Background: an optimization exercise with open tools, aiming at small area. Do not read the settings as production practice.
The RTL was checked by simulation tests, not by an equivalence proof against the original design.

**flow/design.v**
```verilog
package code_defs_pkg;
    typedef enum logic [1:0]
        { SYNC_DATA = 2'b10
        , SYNC_CTL = 2'b01
        } sync_t;
    typedef enum logic [7:0]
        { BT_IDLE = 8'h1e
        , BT_O4   = 8'h2d
        , BT_S4   = 8'h33
        , BT_O0S4 = 8'h66
        , BT_O0O4 = 8'h55
        , BT_S0   = 8'h78
        , BT_O0   = 8'h4b
        , BT_T0   = 8'h87
        , BT_T1   = 8'h99
        , BT_T2   = 8'haa
        , BT_T3   = 8'hb4
        , BT_T4   = 8'hcc
        , BT_T5   = 8'hd2
        , BT_T6   = 8'he1
        , BT_T7   = 8'hff
        } block_type_t;
    typedef enum logic [6:0]
        { CC_IDLE = 7'b00
        , CC_LPI = 7'h06
        , CC_ERROR = 7'h1e
        , CC_RES0 = 7'h2d
        , CC_RES1 = 7'h33
        , CC_RES2 = 7'h4b
        , CC_RES3 = 7'h55
        , CC_RES4 = 7'h66
        , CC_RES5 = 7'h78
        } control_code_t;
    typedef enum logic [3:0]
        { OC_SEQ = 4'h0
        , OC_SIG = 4'hf
        } o_code_t;
    typedef enum logic [7:0]
        { RS_IDLE = 8'h07
        , RS_LPI = 8'h06
        , RS_START = 8'hfb
        , RS_TERM = 8'hfd
        , RS_ERROR = 8'hfe
        , RS_OSEQ = 8'h9c
        , RS_RES0 = 8'h1c
        , RS_RES1 = 8'h3c
        , RS_RES2 = 8'h7c
        , RS_RES3 = 8'hbc
        , RS_RES4 = 8'hdc
        , RS_RES5 = 8'hf7
        , RS_OSIG = 8'h5c
        } rs_code_t;
    typedef enum logic [7:0]
        { MAC_PRE = 8'h55
        , MAC_SFD = 8'hd5
        } mac_code_t;
    function automatic logic [7:0] control_to_rs_code(logic [6:0] icode);
        case (icode)
            CC_IDLE:    control_to_rs_code = RS_IDLE;
            CC_LPI:     control_to_rs_code = RS_LPI;
            CC_ERROR:   control_to_rs_code = RS_ERROR;
            CC_RES0:    control_to_rs_code = RS_RES0;
            CC_RES1:    control_to_rs_code = RS_RES1;
            CC_RES2:    control_to_rs_code = RS_RES2;
            CC_RES3:    control_to_rs_code = RS_RES3;
            CC_RES4:    control_to_rs_code = RS_RES4;
            CC_RES5:    control_to_rs_code = RS_RES5;
            default: begin
                control_to_rs_code = RS_IDLE;
            end
        endcase
    endfunction
    function automatic logic [3:0] rs_to_cc_ocode (input logic [7:0] rs_code);
        rs_to_cc_ocode = rs_code == RS_OSEQ ? OC_SEQ : OC_SIG;
    endfunction
    function automatic logic [7:0] cc_to_rs_ocode (input logic [3:0] cc_ocode);
        cc_to_rs_ocode = cc_ocode == OC_SEQ ? RS_OSEQ : RS_OSIG;
    endfunction
endpackage
`timescale 1ns/1ps
`default_nettype none
module slicing_crc (
    input wire i_clk,
    input wire i_en,
    input wire i_continue,
    input wire [31:0] i_data,
    output logic [31:0] o_crc
);
    wire [31:0] x;
    wire [31:0] crc_next;
    assign x = (i_continue ? o_crc : 32'hFFFFFFFF) ^ i_data;
    wire t0 = x[0] ^ x[22];
    wire t1 = x[2] ^ x[7];
    wire t2 = x[3] ^ x[21];
    wire t3 = x[4] ^ t0;
    wire t4 = x[1] ^ x[23];
    wire t5 = x[16] ^ x[28];
    wire t6 = x[10] ^ x[26];
    wire t7 = x[11] ^ x[25];
    wire t8 = x[5] ^ x[31];
    wire t9 = x[14] ^ x[30];
    wire t10 = x[17] ^ x[29];
    wire t11 = x[6] ^ x[9];
    wire t12 = x[19] ^ x[27];
    wire t13 = x[15] ^ x[24];
    wire t14 = x[5] ^ x[8];
    wire t15 = x[20] ^ t1;
    wire t16 = x[13] ^ x[18];
    wire t17 = x[24] ^ x[27];
    wire t18 = x[0] ^ x[12];
    wire t19 = x[15] ^ t8;
    wire t20 = x[23] ^ t5;
    wire t21 = x[7] ^ x[25];
    wire t22 = t1 ^ t2;
    wire t23 = x[4] ^ x[11];
    wire t24 = t7 ^ t11;
    wire t25 = t3 ^ t9;
    wire t26 = x[26] ^ t16;
    wire t27 = x[12] ^ x[18];
    wire t28 = t4 ^ t6;
    wire t29 = x[8] ^ t3;
    wire t30 = t2 ^ t10;
    wire t31 = x[29] ^ t12;
    wire t32 = x[3] ^ x[10];
    wire t33 = t11 ^ t13;
    wire t34 = x[9] ^ x[14];
    wire t35 = x[30] ^ t26;
    wire t36 = t14 ^ t17;
    wire t37 = x[2] ^ x[20];
    wire t38 = x[31] ^ t6;
    wire t39 = x[6] ^ t4;
    wire t40 = t9 ^ t13;
    wire t41 = x[13] ^ t18;
    wire t42 = t15 ^ t39;
    wire t43 = t20 ^ t33;
    wire t44 = t7 ^ t27;
    wire t45 = x[25] ^ x[28];
    wire t46 = t24 ^ t28;
    wire t47 = x[2] ^ t19;
    wire t48 = x[3] ^ x[7];
    wire t49 = t16 ^ t21;
    wire t50 = t15 ^ t23;
    wire t51 = x[17] ^ t29;
    wire t52 = x[4] ^ x[19];
    wire t53 = x[6] ^ t25;
    wire t54 = t10 ^ t37;
    wire t55 = t12 ^ t28;
    wire t56 = x[28] ^ t2;
    wire t57 = x[3] ^ x[26];
    wire t58 = x[30] ^ t17;
    wire t59 = x[20] ^ x[31];
    wire t60 = t18 ^ t30;
    wire t61 = x[12] ^ t36;
    wire t62 = x[16] ^ t25;
    wire t63 = x[24] ^ t14;
    wire t64 = t22 ^ t38;
    wire t65 = x[8] ^ t56;
    wire t66 = x[12] ^ x[13];
    wire t67 = t0 ^ t10;
    wire t68 = x[13] ^ t23;
    wire t69 = x[19] ^ t19;
    wire t70 = t1 ^ t34;
    assign crc_next[0] = x[16] ^ t29 ^ t42 ^ t57;
    assign crc_next[1] = x[4] ^ x[9] ^ x[17] ^ t4 ^ t22 ^ t36;
    assign crc_next[2] = x[2] ^ x[18] ^ t3 ^ t11 ^ t32 ^ t45 ^ t63;
    assign crc_next[3] = x[5] ^ x[29] ^ t46 ^ t48 ^ t52;
    assign crc_next[4] = x[6] ^ x[30] ^ t6 ^ t50 ^ t61;
    assign crc_next[5] = x[7] ^ x[27] ^ t8 ^ t24 ^ t41 ^ t65;
    assign crc_next[6] = x[29] ^ t20 ^ t32 ^ t34 ^ t37 ^ t41;
    assign crc_next[7] = x[1] ^ x[10] ^ t30 ^ t40 ^ t68;
    assign crc_next[8] = t44 ^ t47 ^ t62;
    assign crc_next[9] = t15 ^ t51 ^ t66 ^ t69;
    assign crc_next[10] = x[5] ^ x[21] ^ t3 ^ t26 ^ t70;
    assign crc_next[11] = x[14] ^ x[15] ^ x[22] ^ t12 ^ t14 ^ t32 ^ t39;
    assign crc_next[12] = t43 ^ t50;
    assign crc_next[13] = x[10] ^ x[16] ^ t21 ^ t60 ^ t63;
    assign crc_next[14] = x[1] ^ t24 ^ t35 ^ t51;
    assign crc_next[15] = t8 ^ t27 ^ t55 ^ t70;
    assign crc_next[16] = x[7] ^ x[22] ^ t5 ^ t13 ^ t55 ^ t68;
    assign crc_next[17] = x[14] ^ t7 ^ t20 ^ t54 ^ t61;
    assign crc_next[18] = t33 ^ t35 ^ t45 ^ t60;
    assign crc_next[19] = x[1] ^ t31 ^ t38 ^ t49 ^ t62;
    assign crc_next[20] = x[11] ^ x[17] ^ t5 ^ t12 ^ t19 ^ t48 ^ t53;
    assign crc_next[21] = x[28] ^ t27 ^ t47 ^ t57 ^ t67;
    assign crc_next[22] = x[8] ^ x[22] ^ t15 ^ t31 ^ t35;
    assign crc_next[23] = x[0] ^ x[9] ^ x[23] ^ t9 ^ t12 ^ t59 ^ t65;
    assign crc_next[24] = x[8] ^ x[29] ^ t43 ^ t64;
    assign crc_next[25] = t46 ^ t54 ^ t58;
    assign crc_next[26] = x[28] ^ t44 ^ t58 ^ t64;
    assign crc_next[27] = x[31] ^ t5 ^ t7 ^ t31 ^ t41 ^ t42;
    assign crc_next[28] = x[21] ^ x[24] ^ t10 ^ t20 ^ t53 ^ t66;
    assign crc_next[29] = t4 ^ t8 ^ t40 ^ t49 ^ t67;
    assign crc_next[30] = x[3] ^ x[18] ^ x[22] ^ t21 ^ t40 ^ t52 ^ t59;
    assign crc_next[31] = x[1] ^ x[6] ^ x[25] ^ t0 ^ t22 ^ t69;
    always_ff @(posedge i_clk)
    if (i_en) begin
        o_crc <= crc_next;
    end
endmodule
`timescale 1ns/1ps
`default_nettype none
module scrambler #(
    parameter bit DESCRAMBLE = 0,
    localparam int DATA_WIDTH = 32
) (
    input wire i_clk,
    input wire i_reset,
    input wire i_init_done,
    input wire i_pause,
    input wire [DATA_WIDTH-1:0] i_data,
    output wire [DATA_WIDTH-1:0] o_data
);
    /*verilator lint_off UNUSED*/
    logic[127:0] scrambler_data;
    /*verilator lint_on UNUSED*/
    logic [127:0] next_scrambler_data;
    logic [95:0] next_scrambler_data_split;
    always_ff @(posedge i_clk) begin
        if (i_reset || !i_init_done) begin
            scrambler_data <= '1;
        end
        else if (!i_pause) begin
            scrambler_data <= next_scrambler_data;
        end
    end
    assign next_scrambler_data_split = {scrambler_data[DATA_WIDTH +: 128 - DATA_WIDTH]};
    assign next_scrambler_data = DESCRAMBLE ? {i_data, next_scrambler_data_split} :
                                                {o_data, next_scrambler_data_split};
    generate
        for (genvar gi = 0; gi < DATA_WIDTH; gi++) begin: l_assign_odata
            assign o_data[gi] = next_scrambler_data_split[(64-DATA_WIDTH) + 6+gi] ^ next_scrambler_data_split[(64-DATA_WIDTH) + 25+gi] ^ i_data[gi];
        end
    endgenerate
endmodule
`timescale 1ns/1ps
`default_nettype none
module rx_gearbox #(
    parameter bit REGISTER_OUTPUT = 1,
    localparam int DATA_WIDTH = 32,
    localparam int HEADER_WIDTH = 2,
    localparam int SEQUENCE_WIDTH = 6
) (
    input wire i_clk,
    input wire i_reset,
    input wire [DATA_WIDTH-1:0] i_data,
    input wire i_slip,
    output logic [DATA_WIDTH-1:0] o_data,
    output logic [HEADER_WIDTH-1:0] o_header,
    output logic o_data_valid,
    output logic o_header_valid,
    output wire o_next_second_word    
);
    logic [SEQUENCE_WIDTH-1:0] gearbox_seq;
    logic half_slip;
    always_ff @(posedge i_clk)
    if (i_reset) begin
        gearbox_seq <= '0;
        half_slip <= '0;
    end else begin
        if (!i_slip) begin
            gearbox_seq <= gearbox_seq < 32 ? gearbox_seq + 1 : '0;
        end
        if (i_slip) begin
            half_slip <= ~half_slip;
        end
    end
    logic [DATA_WIDTH-1:0] prev;
    logic prev2_msb;
    always_ff @(posedge i_clk)
    if (!i_slip) begin
        prev <= i_data;
        prev2_msb <= prev[DATA_WIDTH-1];
    end
    wire frame_word;
    wire [64:0] window;
    logic [4:0] start;
    wire [33:0] slice;
    assign frame_word = (half_slip) ? !gearbox_seq[0] && gearbox_seq != SEQUENCE_WIDTH'(32) :
                                      !gearbox_seq[0];
    always_comb begin
        logic [5:0] s1;
        s1 = half_slip ? gearbox_seq + 6'd1 : gearbox_seq - 6'd1;
        start = {s1[4:1], !half_slip};
    end
    assign window = {i_data, prev, prev2_msb};
    logic [40:0] sh_a;
    logic [34:0] sh_b;
    always_comb begin
        case (start[4:3])
            2'd0: sh_a = window[0 +: 41];
            2'd1: sh_a = window[8 +: 41];
            2'd2: sh_a = window[16 +: 41];
            default: sh_a = window[24 +: 41];
        endcase
        case (start[2:1])
            2'd0: sh_b = sh_a[0 +: 35];
            2'd1: sh_b = sh_a[2 +: 35];
            2'd2: sh_b = sh_a[4 +: 35];
            default: sh_b = sh_a[6 +: 35];
        endcase
    end
    assign slice = start[0] ? sh_b[1 +: 34] : sh_b[0 +: 34];
    wire odata_valid_int;
    wire oheader_valid_int;
    assign odata_valid_int = half_slip ? gearbox_seq != 31 : gearbox_seq != 0;
    assign oheader_valid_int = !frame_word && odata_valid_int;
    assign o_next_second_word = odata_valid_int && frame_word;
    always_ff @(posedge i_clk)
    if (i_reset) begin
        o_data_valid <= '0;
        o_header <= '0;
        o_header_valid <= '0;
    end else begin
        o_data_valid <= odata_valid_int;
        o_header <= (oheader_valid_int) ? slice[1:0] : o_header;
        o_header_valid <= oheader_valid_int;
    end
    always_ff @(posedge i_clk)
        o_data <= slice[33:2];
endmodule
`timescale 1ns/1ps
`default_nettype none
module lock_state(
    input wire i_clk,
    input wire i_reset,
    input wire [1:0] i_header,
    input wire i_valid,
    output wire o_slip
);
    typedef enum logic[2:0] { LOCK_INIT = 3'd0, RESET_CNT = 3'd1, TEST_SH = 3'd2,
        VALID_SH = 3'd4, INVALID_SH = 3'd5, SLIP = 3'd3} lock_state_t;
    lock_state_t state, next_state;
    logic [6:0] sh_cnt;
    logic [4:0] sh_invalid_cnt;
    wire sh_valid;
    wire cnt_64, inv_16, inv_zero;
    assign sh_valid = (i_header[1] ^ i_header[0]);
    assign o_slip = (state == SLIP);
    assign cnt_64 = sh_cnt[6];
    assign inv_16 = sh_invalid_cnt[4];
    assign inv_zero = sh_invalid_cnt == 0;
    always_ff @(posedge i_clk) begin
        if (i_reset) begin
            state <= LOCK_INIT;
        end else begin
            state <= next_state;
        end
    end
    always_comb begin
        case (state)
            LOCK_INIT: next_state = RESET_CNT;
            RESET_CNT: next_state = TEST_SH;
            TEST_SH: next_state = sh_valid ? VALID_SH : INVALID_SH;
            VALID_SH: begin
                if (cnt_64) begin
                    next_state = inv_zero ? LOCK_INIT : RESET_CNT;
                end else begin
                    next_state = sh_valid ? VALID_SH : INVALID_SH;
                end
            end
            INVALID_SH: begin
                if (cnt_64 && !inv_16) begin
                    next_state = RESET_CNT;
                end else if (inv_16) begin
                    next_state = SLIP;
                end else begin
                    next_state = sh_valid ? VALID_SH : INVALID_SH;
                end
            end
            default: next_state = RESET_CNT;   
        endcase
    end
    always_ff @(posedge i_clk) begin
        if (state == RESET_CNT) begin
            sh_cnt <= 0;
            sh_invalid_cnt <= 0;
        end else if (state[2] && i_valid) begin
            sh_cnt <= sh_cnt + 1;
            if (state[0]) begin
                sh_invalid_cnt <= sh_invalid_cnt + 1;
            end
        end
    end
endmodule
`timescale 1ns/1ps
`default_nettype none
import code_defs_pkg::*;
module decoder #(
    localparam int DATA_WIDTH = 32,
    localparam int DATA_NBYTES = DATA_WIDTH / 8
) (
    input wire i_reset,
    input wire i_rxc,
    input wire [DATA_WIDTH-1:0] i_rxd,
    input wire [1:0] i_rx_header,
    input wire i_rx_data_valid,
    input wire i_rx_header_valid,
    input wire i_next_decode,      
    output wire [DATA_WIDTH-1:0] o_rxd,
    output wire [DATA_NBYTES-1:0] o_rxctl
);
    logic [DATA_WIDTH-1:0] rxd_q;
    logic [1:0] hdr_q;
    logic [7:0] bt_q;
    wire output_decode_frame;
    assign output_decode_frame = !i_rx_header_valid && i_rx_data_valid;
    always_ff @(posedge i_rxc) begin
        if (i_rx_data_valid && (output_decode_frame || i_next_decode)) begin
            rxd_q <= i_rxd;
        end
    end
    always_ff @(posedge i_rxc) begin
        if (i_reset) begin
            hdr_q <= SYNC_DATA;
        end else if (output_decode_frame) begin
            hdr_q <= i_rx_header;
        end
    end
    always_ff @(posedge i_rxc) begin
        if (output_decode_frame) begin
            bt_q <= rxd_q[7:0];
        end
    end
    wire hi = !output_decode_frame;
    wire [7:0] bt = hi ? bt_q : rxd_q[7:0];
    wire [1:0] hdr = hi ? hdr_q : i_rx_header;
    wire [63:0] lo_bits = {i_rxd, rxd_q};
    wire [3:0] oc_a_src = hi ? rxd_q[3:0] : i_rxd[3:0];
    wire [3:0] oc_b_src = hi ? rxd_q[7:4] : i_rxd[7:4];
    wire is_data = hdr == SYNC_DATA;
    wire t_idle = !is_data && bt == BT_IDLE;
    wire t_o4   = !is_data && bt == BT_O4;
    wire t_s4   = !is_data && bt == BT_S4;
    wire t_o0s4 = !is_data && bt == BT_O0S4;
    wire t_o0o4 = !is_data && bt == BT_O0O4;
    wire t_s0   = !is_data && bt == BT_S0;
    wire t_o0   = !is_data && bt == BT_O0;
    wire [7:0] t_term;    
    assign t_term[0] = !is_data && bt == BT_T0;
    assign t_term[1] = !is_data && bt == BT_T1;
    assign t_term[2] = !is_data && bt == BT_T2;
    assign t_term[3] = !is_data && bt == BT_T3;
    assign t_term[4] = !is_data && bt == BT_T4;
    assign t_term[5] = !is_data && bt == BT_T5;
    assign t_term[6] = !is_data && bt == BT_T6;
    assign t_term[7] = !is_data && bt == BT_T7;
    wire t_known = is_data | t_idle | t_o4 | t_s4 | t_o0s4 | t_o0o4 | t_s0 | t_o0 | (|t_term);
    wire [7:0] oc_a = oc_a_src == OC_SEQ ? RS_OSEQ : RS_OSIG;
    wire [7:0] oc_b = oc_b_src == OC_SEQ ? RS_OSEQ : RS_OSIG;
    function automatic logic [7:0] cc_map(input logic [6:0] icode);
        case (icode)
            CC_IDLE:    cc_map = RS_IDLE;
            CC_LPI:     cc_map = RS_LPI;
            CC_ERROR:   cc_map = RS_ERROR;
            CC_RES0:    cc_map = RS_RES0;
            CC_RES1:    cc_map = RS_RES1;
            CC_RES2:    cc_map = RS_RES2;
            CC_RES3:    cc_map = RS_RES3;
            CC_RES4:    cc_map = RS_RES4;
            CC_RES5:    cc_map = RS_RES5;
            default:    cc_map = RS_IDLE;
        endcase
    endfunction
    function automatic logic [6:0] lane_sel(input int l, input logic is_data, input logic t_idle,
            input logic t_o4, input logic t_s4, input logic t_o0s4, input logic t_o0o4,
            input logic t_s0, input logic t_o0, input logic [7:0] t_term);
        logic s_raw, s_shf, s_map, s_fb, s_fd, s_oca, s_ocb;
        s_raw = is_data || (l >= 1 && l <= 3 && (t_o0s4 || t_o0o4 || t_o0)) ||
                (l >= 5 && (t_o4 || t_s4 || t_o0s4 || t_o0o4)) || (l >= 1 && t_s0);
        s_shf = 1'b0;
        s_fd = 1'b0;
        s_map = t_idle || (l < 4 && (t_o4 || t_s4)) || (l >= 4 && t_o0);
        for (int n = 0; n < 8; n++) begin
            if (l < n) s_shf = s_shf || t_term[n];
            if (l == n) s_fd = s_fd || t_term[n];
            if (l > n) s_map = s_map || t_term[n];
        end
        s_fb = (l == 4 && (t_s4 || t_o0s4)) || (l == 0 && t_s0);
        s_oca = (l == 0 && (t_o0s4 || t_o0)) || (l == 4 && t_o0o4);
        s_ocb = (l == 4 && t_o4) || (l == 0 && t_o0o4);
        lane_sel = {s_raw, s_shf, s_map, s_fb, s_fd, s_oca, s_ocb};
    endfunction
    logic [31:0] rxd_out;
    logic [3:0] ctl_out;
    always_comb begin
        for (int j = 0; j < 4; j++) begin
            logic [6:0] sel_lo, sel_hi, sel;
            logic s_raw, s_shf, s_map, s_fb, s_fd, s_oca, s_ocb;
            logic [7:0] raw, shf;
            logic [6:0] code;
            sel_lo = lane_sel(j, is_data, t_idle, t_o4, t_s4, t_o0s4, t_o0o4, t_s0, t_o0, t_term);
            sel_hi = lane_sel(j + 4, is_data, t_idle, t_o4, t_s4, t_o0s4, t_o0o4, t_s0, t_o0, t_term);
            sel = hi ? sel_hi : sel_lo;
            {s_raw, s_shf, s_map, s_fb, s_fd, s_oca, s_ocb} = sel;
            raw = rxd_q[8*j +: 8];
            shf = (j < 3) ? rxd_q[8*j+8 +: 8] : i_rxd[7:0];
            code = hi ? rxd_q[4 + 7*j +: 7] : lo_bits[8 + 7*j +: 7];
            rxd_out[8*j +: 8] = ({8{s_raw}} & raw) | ({8{s_shf}} & shf) |
                                ({8{s_map}} & cc_map(code)) |
                                ({8{s_fb}} & RS_START) | ({8{s_fd}} & RS_TERM) |
                                ({8{s_oca}} & oc_a) | ({8{s_ocb}} & oc_b) |
                                ({8{!t_known}} & RS_ERROR);
            ctl_out[j] = !t_known || s_map || s_fb || s_fd || s_oca || s_ocb;
        end
    end
    assign o_rxd = rxd_out;
    assign o_rxctl = ctl_out;
endmodule
`timescale 1ns/1ps
`default_nettype none
import code_defs_pkg::*;
module rx_mac #(
    localparam int DATA_WIDTH = 32,
    localparam int DATA_NBYTES = DATA_WIDTH / 8
) (
    input wire i_reset,
    input wire i_clk,
    input wire [DATA_WIDTH-1:0] i_xgmii_rxd,
    input wire [DATA_NBYTES-1:0] i_xgmii_rxc,
    input wire i_phy_rx_valid,
    output logic [DATA_WIDTH-1:0] m00_axis_tdata,
    output logic [DATA_NBYTES-1:0] m00_axis_tkeep,
    output logic m00_axis_tvalid,
    output logic m00_axis_tlast,
    output logic m00_axis_tuser
);
    logic in_frame;      
    logic next_in_frame;
    logic sfd_found_del;
    logic prev_full;     
    wire sfd_found;
    wire [DATA_NBYTES-1:0] term_loc;
    wire term_found;
    wire ctl_found;
    wire data_invalid;
    wire frame_end;
    logic [DATA_NBYTES-1:0] tkeep;
    logic fcs_ok;
    generate for (genvar gi = 0; gi < DATA_NBYTES; gi++) begin: l_term_loc
        assign term_loc[gi] = i_phy_rx_valid && i_xgmii_rxc[gi] && i_xgmii_rxd[gi*8 +: 8] == RS_TERM;
    end endgenerate
    assign term_found = |term_loc;
    assign ctl_found = |i_xgmii_rxc;
    assign data_invalid = (i_xgmii_rxc[3] && i_xgmii_rxd[31:24] == RS_ERROR) ||
                          (i_xgmii_rxc[2] && i_xgmii_rxd[23:16] == RS_ERROR) ||
                          (i_xgmii_rxc[1] && i_xgmii_rxd[15: 8] == RS_ERROR) ||
                          (i_xgmii_rxc[0] && i_xgmii_rxd[ 7: 0] == RS_ERROR);
    assign sfd_found = i_phy_rx_valid && (i_xgmii_rxd == {{3{8'h55}}, RS_START}) && (i_xgmii_rxc == 4'b1);
    assign frame_end = i_phy_rx_valid && ctl_found;
    assign next_in_frame = in_frame ? !frame_end : sfd_found;
    always_comb begin
        if (!in_frame || sfd_found_del) begin
            tkeep = 4'b0000;
        end else begin
            case (1'b1)
                term_loc[0]: tkeep = 4'b0000;
                term_loc[1]: tkeep = 4'b0001;
                term_loc[2]: tkeep = 4'b0011;
                term_loc[3]: tkeep = 4'b0111;
                default: tkeep = 4'b1111;
            endcase
        end
    end
    always_ff @(posedge i_clk)
    if (i_reset) begin
        in_frame <= 1'b0;
        m00_axis_tvalid <= 1'b0;
    end else begin
        in_frame <= next_in_frame;
        m00_axis_tvalid <= in_frame && i_phy_rx_valid && !data_invalid && !sfd_found_del;
    end
    always_ff @(posedge i_clk) begin
        m00_axis_tlast <= in_frame && frame_end;
        m00_axis_tuser <= in_frame && fcs_ok;
        m00_axis_tdata <= i_xgmii_rxd;
        m00_axis_tkeep <= tkeep;
        if (i_phy_rx_valid) begin
            sfd_found_del <= sfd_found;
            prev_full <= in_frame && tkeep[3];
        end
    end
    wire [31:0] crc;
    slicing_crc u_rx_crc (
        .i_clk(i_clk),
        .i_en(i_phy_rx_valid),
        .i_continue(in_frame && prev_full),
        .i_data(i_xgmii_rxd),
        .o_crc(crc)
    );
    always_comb begin
        case (1'b1)
            term_loc[0]: fcs_ok = crc == 32'hDEBB20E3;
            term_loc[1]: fcs_ok = crc == ({24'd0, i_xgmii_rxd[7:0]} ^ 32'h00BE26ED);
            term_loc[2]: fcs_ok = crc == ({16'd0, i_xgmii_rxd[15:0]} ^ 32'hBE26ED00);
            term_loc[3]: fcs_ok = crc == ({8'd0, i_xgmii_rxd[23:0]} ^ 32'h2DFD1072);
            default: fcs_ok = 1'b0;
        endcase
    end
endmodule
`timescale 1ns/1ps
`default_nettype none
import code_defs_pkg::*;
module eth_rx (
    input wire i_clk,
    input wire i_reset,
    input wire [31:0] i_xver_rx_data,
    output logic [31:0] m00_axis_tdata,
    output logic [3:0] m00_axis_tkeep,
    output logic m00_axis_tvalid,
    output logic m00_axis_tlast,
    output logic m00_axis_tuser
);
    wire [31:0] rx_gearbox_data_out, rx_descrambled_data;
    wire [1:0] rx_header;
    wire rx_data_valid, rx_header_valid, rx_next_second_word;
    wire rx_gearbox_slip;
    wire [31:0] rx_decoded_data;
    wire [3:0] rx_decoded_ctl;
    rx_gearbox #(.REGISTER_OUTPUT(1))
    u_rx_gearbox (
        .i_clk(i_clk),
        .i_reset(i_reset),
        .i_data(i_xver_rx_data),
        .i_slip(rx_gearbox_slip),
        .o_data(rx_gearbox_data_out),
        .o_header(rx_header),
        .o_data_valid(rx_data_valid),
        .o_header_valid(rx_header_valid),
        .o_next_second_word(rx_next_second_word)
    );
    lock_state u_lock_state(
        .i_clk(i_clk),
        .i_reset(i_reset),
        .i_header(rx_header),
        .i_valid(rx_header_valid),
        .o_slip(rx_gearbox_slip)
    );
    scrambler #(
        .DESCRAMBLE(1)
    ) u_descrambler(
        .i_clk(i_clk),
        .i_reset(i_reset),
        .i_init_done(!i_reset),
        .i_pause(!rx_data_valid),
        .i_data(rx_gearbox_data_out),
        .o_data(rx_descrambled_data)
    );
    decoder u_decoder(
        .i_reset(i_reset),
        .i_rxc(i_clk),
        .i_rxd(rx_descrambled_data),
        .i_rx_header(rx_header),
        .i_rx_data_valid(rx_data_valid),
        .i_rx_header_valid(rx_header_valid),
        .i_next_decode(rx_next_second_word),
        .o_rxd(rx_decoded_data),
        .o_rxctl(rx_decoded_ctl)
    );
    logic [31:0] xgmii_rx_data;
    logic [3:0] xgmii_rx_ctl;
    logic phy_rx_valid;
    always_ff @(posedge i_clk)
    if (i_reset) begin
        phy_rx_valid <= '0;
    end else begin
        phy_rx_valid <= rx_data_valid;
    end
    always_ff @(posedge i_clk) begin
        xgmii_rx_data <= rx_decoded_data;
        xgmii_rx_ctl <= rx_decoded_ctl;
    end
    rx_mac u_rx (
        .i_reset(i_reset),
        .i_clk(i_clk),
        .i_xgmii_rxd(xgmii_rx_data),
        .i_xgmii_rxc(xgmii_rx_ctl),
        .i_phy_rx_valid(phy_rx_valid),
        .m00_axis_tdata(m00_axis_tdata),
        .m00_axis_tkeep(m00_axis_tkeep),
        .m00_axis_tvalid(m00_axis_tvalid),
        .m00_axis_tlast(m00_axis_tlast),
        .m00_axis_tuser(m00_axis_tuser)
    );
endmodule
```
**flow/flow/run.sh**
```bash
#!/bin/bash
# Layout flow: the standard flow (standard.sh, the ORFS make targets), with
#  - ABC run with an area-oriented mapping script (flow/abc_speed.script:
#    choice-based structural rewriting and area-recovering mapping, no
#    buffering/upsizing; the repair steps after placement fix any timing);
#    everything else in synthesis is the standard one, so the registers
#    are the standard synthesis's;
#  - CTS without dummy load cells;
#  - the smallest buffer on every input and output port.
# Each tool's log is in orfs/logs/; this script's own output is in flow.log.
set -euo pipefail
W=$(pwd)
{
  echo "copying ORFS scripts to $W/scripts_mod"
  rm -rf "$W/scripts_mod"
  cp -r "$FLOW_HOME/scripts" "$W/scripts_mod"
  cp "$W/flow/abc_speed.script" "$W/scripts_mod/abc_speed.script"
  bash "$W/standard.sh" \
    "SCRIPTS_DIR=$W/scripts_mod" \
    "CTS_ARGS=-sink_clustering_enable -repair_clock_nets -dont_use_dummy_load -buf_list sky130_fd_sc_hd__clkbuf_8 -sink_clustering_size 20 -sink_clustering_max_diameter 60" \
    "BUFFER_PORTS_ARGS=-buffer_cell sky130_fd_sc_hd__buf_1" \
    finish
} > "$W/flow.log" 2>&1
```
**flow/flow/abc_speed.script**
```
&get -n
&st
&dch -f
&nf -R 1000
&st
&dch -f
&nf -R 1000
&st
&dch -f
&nf -R 1000
&st
&dch -f
&nf -R 1000
&put
strash
dch -f
amap -m
topo
stime -c
dnsize -c
```
**flow/standard.sh**
```bash
#!/bin/bash
# synth_recipe.tcl (not shown) runs the flow's synth.tcl, then flattens the netlist and writes it again
# the make line also repeats each setting of config.mk as NAME=value (left out here)
make -C /OpenROAD-flow-scripts/flow DESIGN_CONFIG=/design/flow/config.mk WORK_HOME=/design/flow/orfs CLKGATE_MAP_FILE= SYNTH_SCRIPT=/design/flow/synth_recipe.tcl "${@:-finish}"
```
**flow/config.mk**
```make
export PLATFORM = sky130hd
export DESIGN_NAME = eth_rx
export DESIGN_NICKNAME = eth_rx
export VERILOG_FILES = /design/flow/design.v
export SDC_FILE = /design/flow/constraint.sdc
export NUM_CORES = 4
export LEC_CHECK = 0
export CAP_MARGIN = 0
export CORE_MARGIN = 2
export CORE_UTILIZATION = 40
export CTS_BUF_LIST = sky130_fd_sc_hd__clkbuf_8
export CTS_CLUSTER_DIAMETER = 60
export CTS_CLUSTER_SIZE = 20
export SLEW_MARGIN = 0
```
**flow/constraint.sdc**
```tcl
create_clock -name core_clock -period 6.5 [get_ports {i_clk}]
set_input_delay 1.3000 -clock core_clock [delete_from_list [all_inputs] [get_ports {i_clk}]]
set_output_delay 1.3000 -clock core_clock [all_outputs]
set_load 0.01 [all_outputs]
```
==> results of run 1 <==
==> flip-flops by register name, indices dropped and copies added (netlist names), 3 cells and up <==
signal and count:
u_rx_gearbox.prev 32, u_lock_state.sh_invalid_cnt 5, u_decoder.rxd_q 32, u_rx_gearbox.gearbox_seq 6
u_lock_state.sh_cnt 7, xgmii_rx_ctl 4, u_rx.u_rx_crc.o_crc 32, u_rx.m00_axis_tkeep 4
u_lock_state.state 3, u_descrambler.scrambler_data 58, xgmii_rx_data 32, u_decoder.bt_q 8
u_rx_gearbox.o_data 32, u_rx.m00_axis_tdata 32
==> cell families after synthesis <==
group	after synthesis	share of synthesized area
AND/OR/NAND/NOR	594	0.167
flip-flops	302	0.446
XOR/XNOR	7	0.00389
AO/OA/AOI/OAI	737	0.299
buffers and inverters	321	0.0764
adder cells (fa/ha/maj)	9	0.00761
==> per-layer routing <==
metal | routed length, um | track usage | vias up
met5 | 0 | 0 | -
met4 | 1270 | 0.0581 | 0
met3 | 4110 | 0.0352 | 85
met2 | 24600 | 0.419 | 715
met1 | 27200 | 0.411 | 7419
li1 | - | - | 7738
==> placed cells by master, fill, tap and decap left out, types with 26 or more instances in the layout <==
cell type,netlist,final
nand3_1,26,26
a21oi_1,166,166
clkbuf_8,0,29
dfxtp_1,203,201
o221ai_1,79,79
buf_4,0,44
nand2_1,120,120
clkinv_1,320,318
o21ai_0,96,95
o22ai_1,294,294
nor3_1,57,57
buf_1,1,72
nor2_1,286,282
edfxtp_1,99,99
==> final cells by class <==
| cell class | count | share of cell area |
|---|---|---|
| multi-input combinational | 1347 | 0.433 |
| sequential | 302 | 0.403 |
| inverter | 320 | 0.0693 |
| tap | 518 | 0.0371 |
| timing repair buffer | 116 | 0.0344 |
| clock buffer | 29 | 0.0229 |
==> stage by stage <==
stage,instance area (sq um),std cells
finish,17500,2632
floorplan,15800,1970
CTS,17500,2632
global route,17500,2632
detailed placement,17100,2603
global placement,17100,2603
==> worst max path at each step <==
| stage | startpoint | endpoint | slack, ns | depth (start not counted) |
|---|---|---|---|---|
| 6_report | u_rx_gearbox.o_data_valid | xgmii_rx_data[18] | 0.73 | 22 |
| 5_1_grt | u_rx_gearbox.o_header_valid | xgmii_rx_data[18] | 0.13 | 21 |
| 4_1_cts | u_rx_gearbox.o_header_valid | xgmii_rx_data[18] | 0.86 | 21 |
| 3_5_place_dp | u_rx_gearbox.o_data_valid | xgmii_rx_data[18] | 0.86 | 22 |
| 3_3_place_gp | u_rx_gearbox.o_data_valid | xgmii_rx_data[18] | 0.99 | 22 |
| 2_1_floorplan | u_rx_gearbox.half_slip | u_rx_gearbox.o_header[1] | 0.04 | 16 |
==> results.sh, run 1 <==
export IMPL_outcome="complete, no violations"
export IMPL_io_pin_count=73
export IMPL_setup_viol=0
export IMPL_detail_route_drc_violations=0
export IMPL_yosys_area_top_type="dfxtp_1"
export IMPL_routed_wirelength_mm=57.1
export IMPL_tritoncts="built"
export IMPL_dpl_hpwl_mm=44.1
export IMPL_buffer_and_inverter_count_on_the_worst_path=7
export IMPL_timing_hold_worst_endpoint="u_rx.m00_axis_tdata[17]"
export IMPL_headroom_to_the_max_slew_limit=0.150
export IMPL_diodes=0
export IMPL_fp_dieArea_sq_um=41100
export IMPL_post_synthesis_instance_total=1970
export IMPL_critical_path_class="reg -> reg"
export IMPL_multi_input_gate_area_sq_um=7570
export IMPL_timing_critical_path_slowest_cell_delay_ns=0.47
export IMPL_first_iter_violations=1976
export IMPL_ant_nets=0
export IMPL_timing_critical_path_arrival_ns=6.31
export IMPL_path_delay_family="simple AND/OR/NAND/NOR gates"
export IMPL_post_route_period_util=0.887
export IMPL_synth_top_cells_by_count="clkinv_1, o22ai_1, nor2_1"
export IMPL_number_of_antenna_violations_at_the_first_check_in_global_routing=0
export IMPL_first_pass_grt_wire_length_mm=87.3
export IMPL_post_route_worst_setup_slack_ns=0.734
export IMPL_ys_warn_count=7
export IMPL_cts_setup_buffers=0
export IMPL_cts_resized=0
export IMPL_synth_enable_flop_cells=99
export IMPL_holdCritStartpoint="xgmii_rx_data[17]"
export IMPL_regToRegSetupSlack_ns=0.73
export IMPL_placeableCoreArea_sq_um=38800
export IMPL_h_tree_depth=1
export IMPL_worst_endpoint_required_ns=7.05
export IMPL_yosysSeqAreaShare=0.446
export IMPL_die_height_um=203
export IMPL_drv_max_cap_violation_count=0
export IMPL_route_vias_total=16000
export IMPL_setup_total_negative_slack_ns=0
export IMPL_timing_hold_worst_path_depth=0
export IMPL_synthDistinctLibCells=51
export IMPL_worst_pin_slew_ns=1.26
export IMPL_cts_reportedPaths_clkPinSlew_ns=0.11
export IMPL_track_usage=0.274
export IMPL_cts_hold_buf=0
export IMPL_dominantRegCellSynth="dfxtp_1"
export IMPL_timing_critical_path_cells="clkinv_4, nor2_4, clkinv_4, o22ai_1, nor2b_1, clkinv_1, nand3_1, or3_1, nor2_1, or3_1, o32a_1, a21oi_1, clkinv_1, nor2_1, clkinv_1, nor2_1, clkinv_1, nor2_1, clkinv_1, or2_0, nor2_1, o21ai_0"
export IMPL_worst_hold_slack_ns=0.404
export IMPL_timing_final_hold_violations=0
export IMPL_avgSynthCellArea_sq_um=8.01
export IMPL_yosysTopAreaCellShare=0.258
export IMPL_port_buffers=72
export IMPL_largest_cells_by_area_after_synthesis="dfxtp_1, edfxtp_1, o22ai_1, clkinv_1, nor2_1"
export IMPL_insertion_delay_ns=0.66
export IMPL_worst_reg_to_reg_path_cell_count=22
export IMPL_cts_root_buf="clkbuf_8"
export IMPL_cts_buffers_inserted=29
export IMPL_place_ws_ns=0.865
export IMPL_clkSinkCount=302
export IMPL_timing_rr_end="xgmii_rx_data[18]"
export IMPL_fill_cells=3972
export IMPL_die_w_um=203
export IMPL_finalCoreUtilization=0.450
export IMPL_hold_path_class="reg -> reg"
export IMPL_synth_async_sr_flop_share=0
export IMPL_first_global_vias=14400
export IMPL_reg2reg_from="u_rx_gearbox.o_data_valid"
export IMPL_grt_ovf=0
export IMPL_endpoint_kind="flop"
export IMPL_drt_first_pass_iters=6
export IMPL_clock_skew_ns=0.105
export IMPL_worst_path_max_delay_cell="nor2b_1"
export IMPL_fmax_mhz=173
export IMPL_setup_repair_after_global_routing_missed_its_margin="false"
export IMPL_cell_with_the_most_instances_after_synthesis="clkinv_1"
export IMPL_synth_cell_area_sq_um=15800
export IMPL_number_of_buffers_between_clock_root_and_the_deepest_sink=3
export IMPL_layout_area_seq_sq_um=7040
export IMPL_routed_via_density=6.06
export IMPL_avgRoutedWirePerCell_um=21.7
export IMPL_maxSlewViolCount=0
export IMPL_mappedNetlistNets=2013
export IMPL_syn_to_final_growth_pct=10.7
export IMPL_critPathMaxFanout=53
export IMPL_number_of_rows_in_the_core_area=72
export IMPL_post_route_cells_drive_above_1_share=0.0393
export IMPL_pin_count_of_the_biggest_net_entering_global_routing=60
export IMPL_num_nets_final=2159
export IMPL_routabilityCongestion=0.962
export IMPL_initial_core_utilization=0.406
export IMPL_startpoint_kind_of_the_worst_setup_timing_path="flop"
export IMPL_synth_seq_cells=302
export IMPL_period_needed_ns=5.77
==> run 2, diff against run 1 <==
==> flow/flow/abc_speed.script (replaced) <==
&get -n
&st
&deepsyn -T 60
&dch -f
&nf -R 1000
&st
&dch -f
&nf -R 1000
&st
&dch -f
&nf -R 1000
&st
&dch -f
&nf -R 1000
&put
topo
stime -c
dnsize -c
==> run 2 against run 1 <==
Non-clock buffer count is 21 lower. Count of clock-buffer cells in the layout is 2 lower. Hold slack better by 0.0016 ns. Still clean on timing, DRC and antenna. Die area is 0.87% lower. First-iteration DRC count is 18% lower. Critical path depth is 3 lower. Utilization is 0.64 points lower. Critical endpoint is now xgmii_rx_data[7]. Synthesized cell count is 17% lower. Synthesized area is 0.89% lower. Fmax is 9.9% higher. Final area is 1.9% lower.
==> results.sh, run 2 <==
export IMPL_cts_reportedPaths_clkPinSlew_ns=0.11
export IMPL_yosysTopAreaCellShare=0.260
export IMPL_synthDistinctLibCells=56
export IMPL_period_needed_ns=5.25
export IMPL_area_post_placement_sq_um=16800
export IMPL_worst_pin_slew_ns=1.18
export IMPL_ant_nets=0
export IMPL_synth_enable_flop_cells=99
export IMPL_hold_path_class="reg -> reg"
export IMPL_mappedNetlistNets=1679
export IMPL_pin_count_of_the_biggest_net_entering_global_routing=63
export IMPL_detail_route_drc_violations=0
export IMPL_first_pass_grt_wire_length_mm=72.4
export IMPL_synth_seq_cells=302
export IMPL_timing_critical_path_arrival_ns=5.75
export IMPL_most_common_layout_cells="xnor2_1, nor2_1, dfxtp_1"
export IMPL_h_tree_depth=1
export IMPL_dominantRegCellSynth="dfxtp_1"
export IMPL_largest_cells_by_area_after_synthesis="dfxtp_1, edfxtp_1, xnor2_1, nor2_1, xor2_1"
export IMPL_die_height_um=202
export IMPL_outcome="complete, no violations"
export IMPL_worst_setup_path_startpoint="u_rx_gearbox.o_header_valid"
export IMPL_yosysSeqAreaShare=0.450
export IMPL_tritoncts="built"
export IMPL_headroom_to_the_max_slew_limit=0.208
export IMPL_maxSlewViolCount=0
export IMPL_io_pin_count=73
export IMPL_grt_ovf=0
export IMPL_cts_buffers_inserted=27
export IMPL_critical_path_class="reg -> reg"
export IMPL_synth_cell_area_sq_um=15600
export IMPL_synth_top_cells_by_count="xnor2_1, nor2_1, dfxtp_1"
export IMPL_number_of_rows_in_the_core_area=72
export IMPL_post_route_cells_drive_above_1_share=0.0336
export IMPL_clkSinkCount=302
export IMPL_endpoint_kind="flop"
export IMPL_syn_to_final_growth_pct=9.59
export IMPL_placeableCoreArea_sq_um=38600
export IMPL_largest_register_ff_count=58
export IMPL_ys_warn_count=7
export IMPL_cell_with_the_most_instances_after_synthesis="xnor2_1"
export IMPL_setup_repair_after_global_routing_missed_its_margin="false"
export IMPL_die_w_um=202
export IMPL_num_nets_final=1803
export IMPL_routed_via_density=5.74
export IMPL_post_synthesis_instance_total=1636
export IMPL_avgSynthCellArea_sq_um=9.56
export IMPL_initial_core_utilization=0.405
export IMPL_max_flop_register="u_descrambler.scrambler_data"
export IMPL_setup_total_negative_slack_ns=0
export IMPL_clock_skew_ns=0.0739
export IMPL_routed_wirelength_mm=46.4
export IMPL_worst_endpoint_required_ns=7.00
export IMPL_routabilityCongestion=0.978
export IMPL_reg2reg_from="u_rx_gearbox.o_header_valid"
export IMPL_number_of_buffers_between_clock_root_and_the_deepest_sink=3
export IMPL_number_of_antenna_violations_at_the_first_check_in_global_routing=0
export IMPL_dpl_hpwl_mm=35.1
export IMPL_synth_async_sr_flop_share=0
export IMPL_cts_setup_buffers=0
export IMPL_first_global_vias=12200
export IMPL_final_design_area_no_fill_sq_um=17100
export IMPL_fmax_mhz=191
export IMPL_yosys_area_top_type="dfxtp_1"
export IMPL_cts_root_buf="clkbuf_8"
export IMPL_final_common_cell="xnor2_1"
export IMPL_holdCritStartpoint="xgmii_rx_data[5]"
export IMPL_drv_max_cap_violation_count=0
export IMPL_port_buffers=72
export IMPL_first_iter_violations=1624
export IMPL_fp_dieArea_sq_um=40700
export IMPL_route_vias_total=13100
export IMPL_timing_final_hold_violations=0
export IMPL_setup_viol=0
export IMPL_post_route_period_util=0.807
export IMPL_drt_first_pass_iters=7
export IMPL_track_usage=0.227
export IMPL_avgRoutedWirePerCell_um=20.4
export IMPL_startpoint_kind_of_the_worst_setup_timing_path="flop"
export IMPL_cts_resized=0
export IMPL_critPathMaxFanout=17
export IMPL_diodes=0
export IMPL_cts_hold_buf=0
export IMPL_insertion_delay_ns=0.63
-- run 2: cell types whose count changed after synthesis, moves of 40 or more --
cell	before	now
clkinv_1	320	23
o22ai_1	294	48
xnor2_1	2	227
nor2_1	286	207
a21oi_1	166	88
xor2_1	5	83
o221ai_1	79	13
o22a_1	9	59
mux2i_1	0	40
-- run 2: critical path, cell delays in order (launching register included) --
cell and delay (ns):
dfxtp_1 0.36, nand2b_2 0.37, nand2_1 0.17, nor2_1 0.05
a21oi_1 0.42, nand3_1 0.16, nor3_1 0.33, nor2_1 0.11
o32ai_1 0.46, and2_0 0.55, nor2_1 0.15, nand4_1 0.18
nand3_1 0.28, nor2_1 0.32, nand2_1 0.11, nor3_1 0.29
or3_1 0.33, nand2b_1 0.30, nand2_1 0.09, o2111ai_1 0.10
-- run 2: layout make-up --
class / count / area, sq um
inverters: 23 / 86.3
flip-flops and latches: 302 / 7040
fillers: 3821 / 21500
clock buffers: 27 / 372
multi-input cells: 1311 / 8550
repair buffers: 95 / 443
well taps: 518 / 648
-- run 2: per-layer routing --
metal / part of all wire / wire length [um] / GRT usage
met2: 0.42 / 19700 / 0.343
met3: 0.087 / 4030 / 0.0334
met4: 0.028 / 1290 / 0.0617
met1: 0.46 / 21400 / 0.336
met5: 0 / 0 / 0
-- run 2: final timing paths --
path	end	slack (ns)	cells after the start
max reg2reg	xgmii_rx_data[7]	1.25	19
max	xgmii_rx_data[7]	1.25	19
min reg2reg	u_rx.m00_axis_tdata[5]	0.41	0
min	u_rx.m00_axis_tdata[5]	0.41	0
-- run 2: through the flow --
stage / std cells / hold slack [ns] / setup WS [ns] / utilization
after floorplan: 1636 / 0.371 / 0.165 / -
after global placement: 2249 / 0.430 / 1.43 / 0.434
after detailed placement: 2249 / 0.432 / 1.35 / 0.434
after CTS: 2276 / 0.418 / 1.30 / 0.444
after global routing: 2276 / 0.411 / 0.495 / 0.444
final: 2276 / 0.406 / 1.25 / 0.444
-- run 2: kinds of logic after synthesis --
kind of cell | after synthesis | share of synthesized area
AOI/OAI and AO/OA | 368 | 0.160
xor gates and xnor gates | 310 | 0.174
adders and majority gates | 9 | 0.00768
buffers and inverters | 23 | 0.00552
DFF | 302 | 0.450
muxes | 43 | 0.0278
and+or+nand+nor | 581 | 0.175
==> run 3, diff against run 2 <==
--- a/flow/flow/abc_speed.script
+++ b/flow/flow/abc_speed.script
@@ -2,3 +2,2 @@
 &st
-&deepsyn -T 60
 &dch -f
==> run 3 against run 2 <==
Register-to-register slack gained 0.69 ns. Hold slack gained 0.026 ns. Global-route usage shrank 0.095 points. Critical endpoint is now u_rx_gearbox.o_data[21]. Clock skew shrank 0.010 ns. Final cell count grew 2.3%. Utilization is essentially flat. Non-clock buffer count grew 1.
==> results.sh, run 3 <==
export IMPL_final_common_cell="xnor2_1"
export IMPL_cts_reportedPaths_clkPinSlew_ns=0.11
export IMPL_fmax_mhz=219
export IMPL_diodes=0
export IMPL_detail_route_drc_violations=0
export IMPL_dpl_hpwl_mm=36.5
export IMPL_syn_to_final_growth_pct=9.51
export IMPL_track_usage=0.226
export IMPL_routabilityCongestion=0.989
export IMPL_first_pass_grt_wire_length_mm=74.3
export IMPL_synth_cell_area_sq_um=16100
export IMPL_regToRegSetupSlack_ns=1.94
export IMPL_first_iter_violations=1167
export IMPL_cts_hold_buf=0
export IMPL_worst_endpoint_required_ns=7.05
export IMPL_setup_repair_after_global_routing_missed_its_margin="false"
export IMPL_worst_pin_slew_ns=1.27
export IMPL_yosysSeqAreaShare=0.437
export IMPL_io_pin_count=73
export IMPL_cell_with_the_most_instances_after_synthesis="xnor2_1"
export IMPL_h_tree_depth=1
export IMPL_holdCritStartpoint="xgmii_rx_data[30]"
export IMPL_drv_max_cap_violation_count=0
export IMPL_timing_final_hold_violations=0
export IMPL_max_flop_register="u_descrambler.scrambler_data"
export IMPL_ant_nets=0
export IMPL_avgSynthCellArea_sq_um=9.58
export IMPL_number_of_buffers_between_clock_root_and_the_deepest_sink=3
export IMPL_number_of_rows_in_the_core_area=73
export IMPL_first_global_vias=12700
export IMPL_number_of_antenna_violations_at_the_first_check_in_global_routing=0
export IMPL_clock_skew_ns=0.0637
export IMPL_synth_async_sr_flop_share=0
export IMPL_period_needed_ns=4.56
export IMPL_routed_wirelength_mm=47.8
export IMPL_fp_dieArea_sq_um=41800
export IMPL_setup_viol=0
export IMPL_timing_critical_path_slowest_cell_delay_ns=0.67
export IMPL_cts_root_buf="clkbuf_8"
export IMPL_cts_resized=0
export IMPL_worst_path_max_delay_cell="o21ai_0"
export IMPL_largest_register_ff_count=58
export IMPL_routed_via_density=5.74
export IMPL_num_nets_final=1849
export IMPL_die_height_um=205
export IMPL_synth_top_cells_by_count="xnor2_1, dfxtp_1, nor2_1"
export IMPL_tritoncts="built"
export IMPL_port_buffers=72
export IMPL_avgRoutedWirePerCell_um=20.5
export IMPL_largest_cells_by_area_after_synthesis="dfxtp_1, edfxtp_1, xnor2_1, nor2_1, xor2_1"
export IMPL_buffer_and_inverter_count_on_the_worst_path=4
export IMPL_grt_ovf=0
export IMPL_dominantRegCellSynth="dfxtp_1"
export IMPL_path_delay_family="compound AO/OA/AOI/OAI gates"
export IMPL_headroom_to_the_max_slew_limit=0.152
export IMPL_placeableCoreArea_sq_um=39700
export IMPL_outcome="complete, no violations"
export IMPL_pin_count_of_the_biggest_net_entering_global_routing=98
export IMPL_critPathMaxFanout=18
export IMPL_drt_first_pass_iters=9
export IMPL_cts_buffers_inserted=28
export IMPL_ys_warn_count=7
export IMPL_cts_setup_buffers=0
export IMPL_post_route_cells_drive_above_1_share=0.0360
export IMPL_startpoint_kind_of_the_worst_setup_timing_path="flop"
export IMPL_mappedNetlistNets=1723
export IMPL_reg2reg_from="u_rx_gearbox.half_slip"
export IMPL_post_route_period_util=0.702
export IMPL_yosys_area_top_type="dfxtp_1"
export IMPL_setup_total_negative_slack_ns=0
export IMPL_most_common_layout_cells="xnor2_1, dfxtp_1, nor2_1"
export IMPL_maxSlewViolCount=0
export IMPL_synth_seq_cells=302
export IMPL_post_synthesis_instance_total=1680
export IMPL_timing_critical_path_cells="clkinv_1, ha_1, nor2b_1, o21ai_0, nand2b_1, xnor2_1, buf_4, clkinv_1, nor2_2, buf_4, a222oi_1, o21ai_0, a222oi_1, mux2i_1, nor2_1, a21oi_1"
export IMPL_die_w_um=205
export IMPL_critical_path_class="reg -> reg"
export IMPL_synth_enable_flop_cells=99
export IMPL_timing_critical_path_arrival_ns=5.11
export IMPL_initial_core_utilization=0.405
export IMPL_insertion_delay_ns=0.64
export IMPL_worst_setup_path_startpoint="u_rx_gearbox.half_slip"
export IMPL_hold_path_class="reg -> reg"
export IMPL_route_vias_total=13400
export IMPL_synthDistinctLibCells=56
export IMPL_endpoint_kind="flop"
export IMPL_clkSinkCount=302
export IMPL_yosysTopAreaCellShare=0.253
==> run 3: cell types whose count changed in the layout (fill, tap and decap cells not counted), sizes merged, moves of 22 or more <==
cell | before | now
a211o | 4 | 61
a222oi | 3 | 27
nor2b | 12 | 82
o22a | 59 | 1
o22ai | 48 | 26
nand2 | 143 | 121
nor2 | 207 | 180
==> run 3: area by class of cell <==
class	instances	area (sq um)
timing repair buffer	96	452
multi-input combinational	1353	8990
clock buffer	28	385
inverter	25	93.8
tap	525	657
fill	3896	22100
sequential	302	7040
==> run 3: metrics by stage <==
| step | hold slack [ns] | util | instances | area, sq um | worst slack, ns |
|---|---|---|---|---|---|
| floorplan | 0.367 | - | 1680 | 16100 | 0.0785 |
| global placement | 0.428 | 0.434 | 2301 | 17200 | 2.08 |
| detailed placement | 0.419 | 0.434 | 2301 | 17200 | 2.02 |
| CTS | 0.434 | 0.443 | 2329 | 17600 | 2.02 |
| global route | 0.440 | 0.443 | 2329 | 17600 | 1.56 |
| finish | 0.432 | 0.443 | 2329 | 17600 | 1.94 |
==> run 3: path summary, 6_finish.rpt <==
| path | endpoint | cells after the start |
|---|---|---|
| max | u_rx_gearbox.o_data[21] | 16 |
| min | u_rx.m00_axis_tdata[30] | 0 |
| max reg2reg | u_rx_gearbox.o_data[21] | 16 |
| min reg2reg | u_rx.m00_axis_tdata[30] | 0 |
==> run 3: cells by family after synthesis <==
family          synth area share
compound gates             0.162
flops                      0.437
fa+ha+maj                0.00747
mux                       0.0287
simple gates               0.193
xor+xnor                   0.166
buf+inv                  0.00583
==> run 3: metal layers <==
layer	up-vias	global-route usage	wire length [um]
met5	-	0	0
met4	0	0.0549	1200
met3	90	0.0278	2520
met2	451	0.389	23000
met1	6380	0.300	21100
li1	6443	-	-
==> run 4, diff against run 3 <==
--- a/flow/config.mk
+++ b/flow/config.mk
@@ -13,2 +13,3 @@
 export CTS_CLUSTER_SIZE = 20
+export GPL_TIMING_DRIVEN = 0
 export SLEW_MARGIN = 0
==> run 4 against run 3 <==
Highest routed layer unchanged. Critical endpoint is now u_rx_gearbox.o_data[15]. Flip-flop and latch count stayed put. Fmax fell by 22%. Synthesized area unchanged. Global-route usage is 1.0 points lower. Utilization is 0.23 points higher.
==> results.sh, run 4 <==
export IMPL_syn_to_final_growth_pct=10.1
export IMPL_initial_core_utilization=0.405
export IMPL_fp_dieArea_sq_um=41800
export IMPL_dominantRegCellSynth="dfxtp_1"
export IMPL_mappedNetlistNets=1723
export IMPL_startpoint_kind_of_the_worst_setup_timing_path="flop"
export IMPL_grt_ovf=0
export IMPL_avgSynthCellArea_sq_um=9.58
export IMPL_die_w_um=205
export IMPL_endpoint_kind="flop"
export IMPL_synthDistinctLibCells=56
export IMPL_timing_critical_path_cells="buf_12, clkinv_1, ha_1, nor2b_1, o21ai_0, nand2b_1, xnor2_1, clkinv_1, nor2_2, buf_16, a222oi_1, o21ai_0, o21ai_0, o221ai_1, o21ai_0, mux2i_1"
export IMPL_post_route_period_util=0.896
export IMPL_number_of_antenna_violations_at_the_first_check_in_global_routing=1
export IMPL_timing_critical_path_slowest_cell_delay_ns=1.01
export IMPL_hold_path_class="reg -> reg"
export IMPL_routabilityCongestion=0.959
export IMPL_cts_setup_buffers=0
export IMPL_fmax_mhz=172
export IMPL_track_usage=0.216
export IMPL_place_ws_ns=0.712
export IMPL_drv_max_cap_violation_count=0
export IMPL_routed_via_density=5.71
export IMPL_cts_hold_buf=0
export IMPL_drt_first_pass_iters=8
export IMPL_cts_resized=0
export IMPL_die_height_um=205
export IMPL_routed_wirelength_mm=45.5
export IMPL_pin_count_of_the_biggest_net_entering_global_routing=92
export IMPL_critical_path_cell_count=16
export IMPL_cts_reportedPaths_clkPinSlew_ns=0.10
export IMPL_worst_endpoint_required_ns=7.02
export IMPL_timing_final_hold_violations=0
export IMPL_headroom_to_the_max_slew_limit=0.133
export IMPL_final_common_cell="xnor2_1"
export IMPL_yosysSeqAreaShare=0.437
export IMPL_number_of_buffers_between_clock_root_and_the_deepest_sink=3
export IMPL_post_route_cells_drive_above_1_share=0.0318
export IMPL_synth_top_cells_by_count="xnor2_1, dfxtp_1, nor2_1"
export IMPL_largest_register_ff_count=58
export IMPL_final_design_area_no_fill_sq_um=17700
export IMPL_period_needed_ns=5.82
export IMPL_setup_total_negative_slack_ns=0
export IMPL_regToRegSetupSlack_ns=0.68
export IMPL_synth_enable_flop_cells=99
export IMPL_worst_reg_to_reg_path_cell_count=16
export IMPL_ys_warn_count=7
export IMPL_placeableCoreArea_sq_um=39700
export IMPL_timing_rr_end="u_rx_gearbox.o_data[15]"
export IMPL_yosys_area_top_type="dfxtp_1"
export IMPL_most_common_layout_cells="xnor2_1, dfxtp_1, nor2_1"
export IMPL_max_flop_register="u_descrambler.scrambler_data"
export IMPL_largest_cells_by_area_after_synthesis="dfxtp_1, edfxtp_1, xnor2_1, nor2_1, xor2_1"
export IMPL_ant_nets=0
export IMPL_critPathMaxFanout=60
export IMPL_outcome="complete, no violations"
export IMPL_worst_path_max_delay_cell="xnor2_1"
export IMPL_first_pass_grt_wire_length_mm=71.4
export IMPL_timing_hold_worst_path_depth=1
export IMPL_tritoncts="built"
export IMPL_yosysTopAreaCellShare=0.253
export IMPL_critical_path_class="reg -> reg"
export IMPL_port_buffers=72
export IMPL_path_delay_family="buffers and inverters"
export IMPL_holdCritStartpoint="u_rx_gearbox.o_data[24]"
export IMPL_cts_buffers_inserted=29
export IMPL_clock_skew_ns=0.0681
export IMPL_avgRoutedWirePerCell_um=19.6
export IMPL_timing_critical_path_mode_cell="o21ai_0"
export IMPL_first_global_vias=12600
export IMPL_detail_route_drc_violations=0
export IMPL_buffer_and_inverter_count_on_the_worst_path=4
export IMPL_post_synthesis_instance_total=1680
export IMPL_timing_critical_path_arrival_ns=6.34
export IMPL_diodes=0
export IMPL_synth_seq_cells=302
export IMPL_timing_hold_worst_endpoint="u_descrambler.scrambler_data[120]"
export IMPL_post_route_worst_setup_slack_ns=0.678
export IMPL_synth_cell_area_sq_um=16100
export IMPL_worst_pin_slew_ns=1.29
export IMPL_reg2reg_from="u_rx_gearbox.half_slip"
export IMPL_first_iter_violations=1010
export IMPL_maxSlewViolCount=0
export IMPL_number_of_rows_in_the_core_area=73
export IMPL_synth_async_sr_flop_share=0
export IMPL_io_pin_count=73
export IMPL_num_nets_final=1838
export IMPL_clkSinkCount=302
export IMPL_setup_viol=0
export IMPL_dpl_hpwl_mm=34.6
export IMPL_route_vias_total=13200
export IMPL_area_post_placement_sq_um=17300
export IMPL_h_tree_depth=1
export IMPL_cell_with_the_most_instances_after_synthesis="xnor2_1"
export IMPL_setup_repair_after_global_routing_missed_its_margin="false"
export IMPL_cts_root_buf="clkbuf_8"
export IMPL_insertion_delay_ns=0.65
export IMPL_finalCoreUtilization=0.446
[run 4: how the worst max path moves through the flow]
| stage | to | slack, ns | start |
|---|---|---|---|
| final | u_rx_gearbox.o_data[15] | 0.68 | u_rx_gearbox.half_slip |
| after global routing | u_rx_gearbox.o_data[21] | 0.22 | u_rx_gearbox.half_slip |
| after CTS | u_rx_gearbox.o_data[15] | 0.69 | u_rx_gearbox.half_slip |
| after detailed placement | u_rx_gearbox.o_data[15] | 0.71 | u_rx_gearbox.half_slip |
| after global placement | u_rx_gearbox.o_header[1] | -2.38 | u_rx_gearbox.half_slip |
| after floorplan | u_rx_gearbox.o_data[1] | 0.08 | u_rx_gearbox.half_slip |
[run 4: worst reg2reg max path: cells and delay by family, from the launching register on]
family	cells	cell delay, ns
buffers and inverters	4	1.42
AO/OA/AOI/OAI	6	1.30
XOR/XNOR	1	1.01
AND/OR/NAND/NOR	3	0.91
adder cells (fa/ha/maj)	1	0.45
flip-flops	1	0.39
multiplexers	1	0.25
[run 4: cells by family after synthesis]
group | Yosys count | share of synthesized area
AND/OR/NAND/NOR | 618 | 0.193
AO/OA/AOI/OAI | 380 | 0.162
XOR/XNOR | 305 | 0.166
flip-flops | 302 | 0.437
multiplexers | 41 | 0.0287
buffers and inverters | 25 | 0.00583
adder cells (fa/ha/maj) | 9 | 0.00747
[run 4: layout make-up]
type | instances | area, sq um
well taps | 525 | 657
inverters | 25 | 93.8
repair buffers | 84 | 514
clock buffers | 29 | 399
flip-flops and latches | 302 | 7040
fillers | 3913 | 22000
multi-input cells | 1353 | 9000
[run 4: per-layer routing]
layer,up-vias,global-route usage,share of wire
li1,6431,-,-
met5,-,0,0
met1,6203,0.290,0.44
met3,97,0.0256,0.058
met4,0,0.0732,0.036
met2,503,0.358,0.46
[run 4: stage by stage]
| step | instances | hold WS [ns] |
|---|---|---|
| floorplan | 1680 | 0.367 |
| global placement | 2277 | 0.420 |
| detailed placement | 2289 | 0.420 |
| CTS | 2318 | 0.432 |
| global route | 2318 | 0.436 |
| finish | 2318 | 0.428 |
==> run 5, diff against run 4 <==
--- a/flow/flow/abc_speed.script
+++ b/flow/flow/abc_speed.script
@@ -14,2 +14,5 @@
 &put
+strash
+dch -f
+amap -m -Q 0.2
 topo
==> run 5 against run 4 <==
Still clean. Synthesized area fell by 1.5%. Fmax fell by 1.2%. Routed wire length is 17% higher. Critical path depth rose by 4. Register-to-register slack got worse by 0.07 ns. Critical endpoint is now xgmii_rx_data[26]. Die area decreased by 1.5%. Highest routed layer unchanged.
==> results.sh, run 5 <==
export IMPL_timing_hold_worst_path_depth=0
export IMPL_period_needed_ns=5.89
export IMPL_worst_pin_slew_ns=1.20
export IMPL_routed_via_density=6.19
export IMPL_headroom_to_the_max_slew_limit=0.199
export IMPL_endpoint_kind="flop"
export IMPL_avgRoutedWirePerCell_um=21.2
export IMPL_post_route_period_util=0.907
export IMPL_synth_async_sr_flop_share=0
export IMPL_grt_ovf=0
export IMPL_routabilityCongestion=0.936
export IMPL_number_of_antenna_violations_at_the_first_check_in_global_routing=0
export IMPL_most_common_layout_cells="clkinv_1, o22ai_1, nor2_1"
export IMPL_placeableCoreArea_sq_um=38900
export IMPL_outcome="complete, no violations"
export IMPL_first_iter_violations=1577
export IMPL_first_global_vias=14100
export IMPL_h_tree_depth=1
export IMPL_post_route_cells_drive_above_1_share=0.0304
export IMPL_yosysSeqAreaShare=0.444
export IMPL_largest_register_ff_count=58
export IMPL_die_w_um=203
export IMPL_fp_dieArea_sq_um=41200
export IMPL_synth_adder_area_share=0.00758
export IMPL_tritoncts="built"
export IMPL_synth_top_family_by_area="compound AO/OA/AOI/OAI gates"
export IMPL_worst_reg_to_reg_path_cell_count=20
export IMPL_clkSinkCount=302
export IMPL_cts_buffers_inserted=27
export IMPL_synth_cell_area_sq_um=15800
export IMPL_maxSlewViolCount=0
export IMPL_post_place_cells=2490
export IMPL_cts_reportedPaths_clkPinSlew_ns=0.11
export IMPL_drv_max_cap_violation_count=0
export IMPL_synth_compound_area_share=0.312
export IMPL_ant_nets=0
export IMPL_num_nets_final=2053
export IMPL_insertion_delay_ns=0.66
export IMPL_drt_first_pass_iters=8
export IMPL_setup_viol=0
export IMPL_io_pin_count=73
export IMPL_first_pass_grt_wire_length_mm=81.5
export IMPL_dpl_hpwl_mm=40.7
export IMPL_die_height_um=203
export IMPL_port_buffers=72
export IMPL_pin_count_of_the_biggest_net_entering_global_routing=63
export IMPL_critPathMaxFanout=62
-- run 5: stage by stage --
| stage | hold slack, ns | setup slack [ns] | TNS (ns) | area (sq um) |
|---|---|---|---|---|
| floorplan | 0.355 | 0.222 | 0 | 15900 |
| global placement | 0.402 | -2.66 | -133.25 | 16800 |
| global route | 0.384 | 0.0501 | 0 | 17400 |
| finish | 0.388 | 0.608 | 0 | 17400 |
| detailed placement | 0.400 | -2.47 | -113.99 | 16900 |
| CTS | 0.393 | 0.0220 | 0 | 17300 |
-- run 5: final timing paths --
check / from / slack (ns) / end
setup / recovery: u_rx_gearbox.o_data_valid / 0.61 / xgmii_rx_data[26]
hold / removal: xgmii_rx_data[9] / 0.39 / u_rx.m00_axis_tdata[9]
setup reg to reg: u_rx_gearbox.o_data_valid / 0.61 / xgmii_rx_data[26]
hold reg to reg: xgmii_rx_data[9] / 0.39 / u_rx.m00_axis_tdata[9]
-- run 5: layer usage --
| metal | vias up | part of all wire | global-route usage |
|---|---|---|---|
| li1 | 7549 | - | - |
| met1 | 7276 | 0.46 | 0.366 |
| met2 | 725 | 0.43 | 0.389 |
| met3 | 96 | 0.083 | 0.0413 |
| met4 | 0 | 0.025 | 0.0649 |
| met5 | - | 0 | 0 |
-- run 5: cell families after synthesis --
group / count (synthesis)
compound gates: 729
xor+xnor: 11
fa+ha+maj: 9
buf+inv: 347
flops: 302
mux: 1
simple gates: 498
-- run 5: timing repair --
action	CTS	global route
pin swaps	1	3
setup endpoints to repair	70	52
setup buffers	1	2
gates resized for setup	10	5
cloned	2	3
hold buffers	0	0
-- run 5: area by class of cell --
cell class / instances / area share
inverter: 346 / 0.0763
sequential: 302 / 0.405
multi-input combinational: 1252 / 0.438
tap: 518 / 0.0373
buffer: 1 / 0.000216
timing repair inverter: 1 / 0.000288
clock buffer: 27 / 0.0214
timing repair buffer: 79 / 0.0207
-- run 5: critical path, cell delays in order (launching register included) --
cell	delay, ns
dfxtp_4	0.64
clkinv_8	0.33
nor2_4	0.30
inv_8	0.16
o22ai_1	0.22
nor2b_2	0.38
clkinv_1	0.31
nand3_1	0.19
or3_1	0.15
nor2_1	0.07
or3_1	0.40
nor4_1	0.17
o21ai_0	0.32
nor2_2	0.39
clkinv_1	0.16
nor2_1	0.38
clkinv_1	0.26
nor2_1	0.44
clkinv_1	0.15
nor2_1	0.18
o221ai_1	0.13

-- port drivers added, routing unchanged --
How much do the figures lean on ideal ports? The routed layouts below were timed once more, with nothing changed but the port constraints. Step 1 (the two cells are an assumption about what drives the block):
set clk [get_ports {i_clk}]
set_driving_cell -lib_cell sky130_fd_sc_hd__clkbuf_16 $clk
set_driving_cell -lib_cell sky130_fd_sc_hd__buf_2 [delete_from_list [all_inputs] $clk]
Step 2 times the ports against the registers' clock, not the clock port: input delays grow and output delays shrink by t, the midpoint of the rising clock arrivals with the driver on. a / b / c = ideal / step 1 / step 2; a / b = the first two.
run	t (ns)	setup WS [ns]	clock arrival spread, ns
run 1	0.657	0.734 / 0.734 / 0.734	0.105 / 0.105
run 2	0.647	1.253 / 1.253 / 1.253	0.076 / 0.076
run 3	0.647	1.939 / 1.939 / 1.939	0.077 / 0.077
run 4	0.649	0.678 / 0.678 / 0.678	0.083 / 0.082
run 5	0.641	0.608 / 0.608 / 0.608	0.134 / 0.134
After both steps setup and hold are still met in every run listed.
